Background: an optimization exercise with open tools, aiming at small area, a short achievable clock period and few clock cycles per item. Do not read the settings as production practice.
Where RTL was checked, it was by simulation tests only, not by an equivalence proof against the original.
Power and IR drop assume default switching activity.

==> flow/design.v <==
module cmpsub #(parameter W=32) (input [W-1:0] a, input [W-1:0] b, output [W-1:0] d, output c);
wire [W-1:0] p = a ^ ~b;
wire [W-1:0] g0 = a & ~b;
wire G_0_0 = g0[0] | p[0];
wire ng1 = g0[1] | (p[1] & G_0_0);
wire ng2 = g0[3] | (p[3] & g0[2]);
wire np2 = p[3] & p[2];
wire ng3 = g0[5] | (p[5] & g0[4]);
wire np3 = p[5] & p[4];
wire ng4 = g0[7] | (p[7] & g0[6]);
wire np4 = p[7] & p[6];
wire ng5 = g0[9] | (p[9] & g0[8]);
wire np5 = p[9] & p[8];
wire ng6 = g0[11] | (p[11] & g0[10]);
wire np6 = p[11] & p[10];
wire ng7 = g0[13] | (p[13] & g0[12]);
wire np7 = p[13] & p[12];
wire ng8 = g0[15] | (p[15] & g0[14]);
wire np8 = p[15] & p[14];
wire ng9 = g0[17] | (p[17] & g0[16]);
wire np9 = p[17] & p[16];
wire ng10 = g0[19] | (p[19] & g0[18]);
wire np10 = p[19] & p[18];
wire ng11 = g0[21] | (p[21] & g0[20]);
wire np11 = p[21] & p[20];
wire ng12 = g0[23] | (p[23] & g0[22]);
wire np12 = p[23] & p[22];
wire ng13 = g0[25] | (p[25] & g0[24]);
wire np13 = p[25] & p[24];
wire ng14 = g0[27] | (p[27] & g0[26]);
wire np14 = p[27] & p[26];
wire ng15 = g0[29] | (p[29] & g0[28]);
wire np15 = p[29] & p[28];
wire ng16 = g0[31] | (p[31] & g0[30]);
wire np16 = p[31] & p[30];
wire ng17 = ng2 | (np2 & ng1);
wire ng18 = ng4 | (np4 & ng3);
wire np18 = np4 & np3;
wire ng19 = ng6 | (np6 & ng5);
wire np19 = np6 & np5;
wire ng20 = ng8 | (np8 & ng7);
wire np20 = np8 & np7;
wire ng21 = ng10 | (np10 & ng9);
wire np21 = np10 & np9;
wire ng22 = ng12 | (np12 & ng11);
wire np22 = np12 & np11;
wire ng23 = ng14 | (np14 & ng13);
wire np23 = np14 & np13;
wire ng24 = ng16 | (np16 & ng15);
wire np24 = np16 & np15;
wire ng25 = ng18 | (np18 & ng17);
wire ng26 = ng20 | (np20 & ng19);
wire np26 = np20 & np19;
wire ng27 = ng22 | (np22 & ng21);
wire np27 = np22 & np21;
wire ng28 = ng24 | (np24 & ng23);
wire np28 = np24 & np23;
wire ng29 = ng26 | (np26 & ng25);
wire ng30 = ng28 | (np28 & ng27);
wire np30 = np28 & np27;
wire ng31 = ng30 | (np30 & ng29);
wire ng32 = ng27 | (np27 & ng29);
wire ng33 = ng19 | (np19 & ng25);
wire ng34 = ng21 | (np21 & ng29);
wire ng35 = ng23 | (np23 & ng32);
wire ng36 = ng3 | (np3 & ng17);
wire ng37 = ng5 | (np5 & ng25);
wire ng38 = ng7 | (np7 & ng33);
wire ng39 = ng9 | (np9 & ng29);
wire ng40 = ng11 | (np11 & ng34);
wire ng41 = ng13 | (np13 & ng32);
wire ng42 = ng15 | (np15 & ng35);
wire ng43 = g0[2] | (p[2] & ng1);
wire ng44 = g0[4] | (p[4] & ng17);
wire ng45 = g0[6] | (p[6] & ng36);
wire ng46 = g0[8] | (p[8] & ng25);
wire ng47 = g0[10] | (p[10] & ng37);
wire ng48 = g0[12] | (p[12] & ng33);
wire ng49 = g0[14] | (p[14] & ng38);
wire ng50 = g0[16] | (p[16] & ng29);
wire ng51 = g0[18] | (p[18] & ng39);
wire ng52 = g0[20] | (p[20] & ng34);
wire ng53 = g0[22] | (p[22] & ng40);
wire ng54 = g0[24] | (p[24] & ng32);
wire ng55 = g0[26] | (p[26] & ng41);
wire ng56 = g0[28] | (p[28] & ng35);
wire ng57 = g0[30] | (p[30] & ng42);
assign d[0] = ~p[0];
assign d[1] = p[1] ^ G_0_0;
assign d[2] = p[2] ^ ng1;
assign d[3] = p[3] ^ ng43;
assign d[4] = p[4] ^ ng17;
assign d[5] = p[5] ^ ng44;
assign d[6] = p[6] ^ ng36;
assign d[7] = p[7] ^ ng45;
assign d[8] = p[8] ^ ng25;
assign d[9] = p[9] ^ ng46;
assign d[10] = p[10] ^ ng37;
assign d[11] = p[11] ^ ng47;
assign d[12] = p[12] ^ ng33;
assign d[13] = p[13] ^ ng48;
assign d[14] = p[14] ^ ng38;
assign d[15] = p[15] ^ ng49;
assign d[16] = p[16] ^ ng29;
assign d[17] = p[17] ^ ng50;
assign d[18] = p[18] ^ ng39;
assign d[19] = p[19] ^ ng51;
assign d[20] = p[20] ^ ng34;
assign d[21] = p[21] ^ ng52;
assign d[22] = p[22] ^ ng40;
assign d[23] = p[23] ^ ng53;
assign d[24] = p[24] ^ ng32;
assign d[25] = p[25] ^ ng54;
assign d[26] = p[26] ^ ng41;
assign d[27] = p[27] ^ ng55;
assign d[28] = p[28] ^ ng35;
assign d[29] = p[29] ^ ng56;
assign d[30] = p[30] ^ ng42;
assign d[31] = p[31] ^ ng57;
assign c = ng31;
endmodule
module vector_divider #(
    parameter RAM_SIZE = 10,
    parameter N = 5,
    parameter NBITS = 32
)(
    input clock,
    input reset,
    output [RAM_SIZE-1:0] Addr,
    output [NBITS-1:0] Wdata,
    input [NBITS-1:0] Rdata,
    input [RAM_SIZE-1:0] Ndata,
    output Wenable,
    input startvd,
    output reg busyvd
);
localparam RX = 4;            
localparam XW = 32 + RX;      
localparam [3:0] IDLE = 4'b1000,
                 P1   = 4'b1001,    
                 P2   = 4'b1010,    
                 E    = 4'b1011,    
                 C1   = 4'b0000,    
                 C2   = 4'b1100,    
                 W1   = 4'b1101,    
                 D1   = 4'b0100,    
                 W2   = 4'b0101;    
reg [3:0] state, nstate;
reg first;
reg [8:0] h;
reg [31:0] R, Q;
reg [XW-1:0] X;
reg [5:0] j;
wire [31:0] diff;
wire nb;
cmpsub #(.W(32)) u_sub (.a(R), .b(X[31:0]), .d(diff), .c(nb));
wire ge = nb & ~|X[XW-1:32];
wire ph1 = (state == D1) | (state == P1);
wire shl = ge & ~j[5];                  
wire [8:0] h1 = h + 9'd1;
wire last = (h1 == Ndata[8:0]);         
wire done2 = (j == 6'd0);
wire xld = (state == C1);
wire xsl = ~xld & ph1 & shl;
wire xsr = ~xld & ~(ph1 & shl);
wire alo = state[3];
wire we = state[2];
assign Addr = {we ? h : h1, alo};
assign Wdata = alo ? R : Q;
assign Wenable = we & ~first;
always @(*) begin
    nstate = state;
    case (state)
        IDLE: if (startvd) nstate = C1;
        C1:   nstate = C2;
        C2:   nstate = D1;
        D1:   nstate = shl ? P1 : E;
        P1:   if (!shl) nstate = P2;
        P2:   if (done2) nstate = last ? W1 : C1;
        E:    nstate = last ? W1 : C1;
        W1:   nstate = W2;
        W2:   nstate = IDLE;
        default: nstate = IDLE;
    endcase
end
always @(posedge clock) begin
    if (reset) begin
        state <= IDLE;
        h <= 9'h1ff;
        first <= 1'b0;
        busyvd <= 1'b0;
    end else begin
        state <= nstate;
        busyvd <= (nstate != IDLE);
        if (state == IDLE && startvd)
            first <= 1'b1;
        if (state == D1) begin
            h <= h1;
            first <= 1'b0;
        end
        if (state == W2)
            h <= 9'h1ff;
    end
end
always @(posedge clock) begin
    X <= ({XW{xld}} & {{RX-1{1'b0}}, Rdata, 1'b0})
       | ({XW{xsl}} & {X[XW-1-RX:0], {RX{1'b0}}})
       | ({XW{xsr}} & {1'b0, X[XW-1:1]});
    if (state == C2)
        R <= Rdata;
    else if (state == P2 && ge)
        R <= diff;
    if (state == D1)
        Q <= 32'd0;
    else if (state == P2)
        Q <= {Q[30:0], ge};
    if (state == C1)
        j <= 6'd1;
    else if (ph1 && shl)
        j <= j + RX;
    else
        j <= j - 6'd1;
end
endmodule
==> flow/config.mk <==
export PLATFORM = sky130hd
export DESIGN_NAME = vector_divider
export DESIGN_NICKNAME = vector_divider
export VERILOG_FILES = /design/flow/design.v
export SDC_FILE = /design/flow/constraint.sdc
export NUM_CORES = 4
export LEC_CHECK = 0
export CAP_MARGIN = 20
export CORE_MARGIN = 2
export CORE_UTILIZATION = 40
export CTS_BUF_LIST = sky130_fd_sc_hd__clkbuf_8
export SETUP_SLACK_MARGIN = 1.3
export SLEW_MARGIN = 20
==> flow/constraint.sdc <==
create_clock -name core_clock -period 4.5 [get_ports {clock}]
set_input_delay 0.9000 -clock core_clock [delete_from_list [all_inputs] [get_ports {clock}]]
set_output_delay 0.9000 -clock core_clock [all_outputs]
set_load 0.01 [all_outputs]
standard.sh (not shown) runs the stock make flow with config.mk's settings and CLKGATE_MAP_FILE= SYNTH_SCRIPT=/design/flow/synth_recipe.tcl, a recipe that flattens the netlist after the stock synthesis.
==> flow/flow/run.sh <==
#!/bin/bash
cd "$(dirname "$0")/.."
export BUFFER_PORTS_ARGS="-buffer_cell sky130_fd_sc_hd__buf_1"
export CTS_ARGS="-sink_clustering_enable -repair_clock_nets -root_buf sky130_fd_sc_hd__clkbuf_8 -buf_list sky130_fd_sc_hd__clkbuf_4 -dont_use_dummy_load"
bash standard.sh > standard_run.log 2>&1
Next try:
--- a/flow/design.v
+++ b/flow/design.v
@@ -157,15 +157,12 @@
 wire ge = nb & ~|X[XW-1:32];
 wire ph1 = (state == D1) | (state == P1);
 wire shl = ge & ~j[5];                  
 wire [8:0] h1 = h + 9'd1;
 wire last = (h1 == Ndata[8:0]);         
 wire done2 = (j == 6'd0);
-wire xld = (state == C1);
-wire xsl = ~xld & ph1 & shl;
-wire xsr = ~xld & ~(ph1 & shl);
 wire alo = state[3];
 wire we = state[2];
 assign Addr = {we ? h : h1, alo};
 assign Wdata = alo ? R : Q;
 assign Wenable = we & ~first;
 always @(*) begin
@@ -200,15 +197,18 @@
         end
         if (state == W2)
             h <= 9'h1ff;
     end
 end
 always @(posedge clock) begin
-    X <= ({XW{xld}} & {{RX-1{1'b0}}, Rdata, 1'b0})
-       | ({XW{xsl}} & {X[XW-1-RX:0], {RX{1'b0}}})
-       | ({XW{xsr}} & {1'b0, X[XW-1:1]});
+    if (state == C1)
+        X <= {{RX-1{1'b0}}, Rdata, 1'b0};
+    else if (ph1 && shl)
+        X <= {X[XW-1-RX:0], {RX{1'b0}}};
+    else
+        X <= {1'b0, X[XW-1:1]};
     if (state == C2)
         R <= Rdata;
     else if (state == P2 && ge)
         R <= diff;
     if (state == D1)
         Q <= 32'd0;
Effect: Global-route usage rose by 0.67 points. Synthesized area rose slightly. Final area hardly moves. Register-to-register slack gets better by 0.04 ns. Clock skew rose by 0.0064 ns. Cell count rose by a few percent. Count of clock-buffer cells in the layout is unchanged. Combinational power fell by well over a third. Synthesized cell count rose by a few percent. Power fell by well over a third. Maximum frequency rose slightly. Routed wire length rose by a few percent. Via count rose slightly.
Testbench counts after the change, summed over its fixed seeds: cycles 7,930, items 700.
Only the layout flow was run in the first run of this note; the RTL was not checked for function there.

what the ideal ports hide:
In the flow no input, the clock included, has a driving cell. The finished layouts below were timed again as built, in two steps. Step 1 sets driving cells, clkbuf_16 on the clock port and buf_2 on the other inputs (assumed; they add their load-dependent delay and slew). Step 2 times the ports against the registers' clock, not the clock port: input delays grow and output delays shrink by t, the midpoint of the rising clock arrivals with the driver on. a / b / c = no drivers / after step 1 / after step 2; a / b = the first two.
| run | t (ns) | slack for setup (ns) | hold slack, ns | worst setup path at the end |
|---|---|---|---|---|
| the first run | 0.456 | 1.300 / 1.300 / 1.300 | 0.454 / 0.454 / 0.454 | register to register |
| the second run | 0.447 | 1.340 / 1.340 / 1.340 | 0.428 / 0.428 / 0.428 | register to register |
After both steps setup and hold are still met in every run listed.
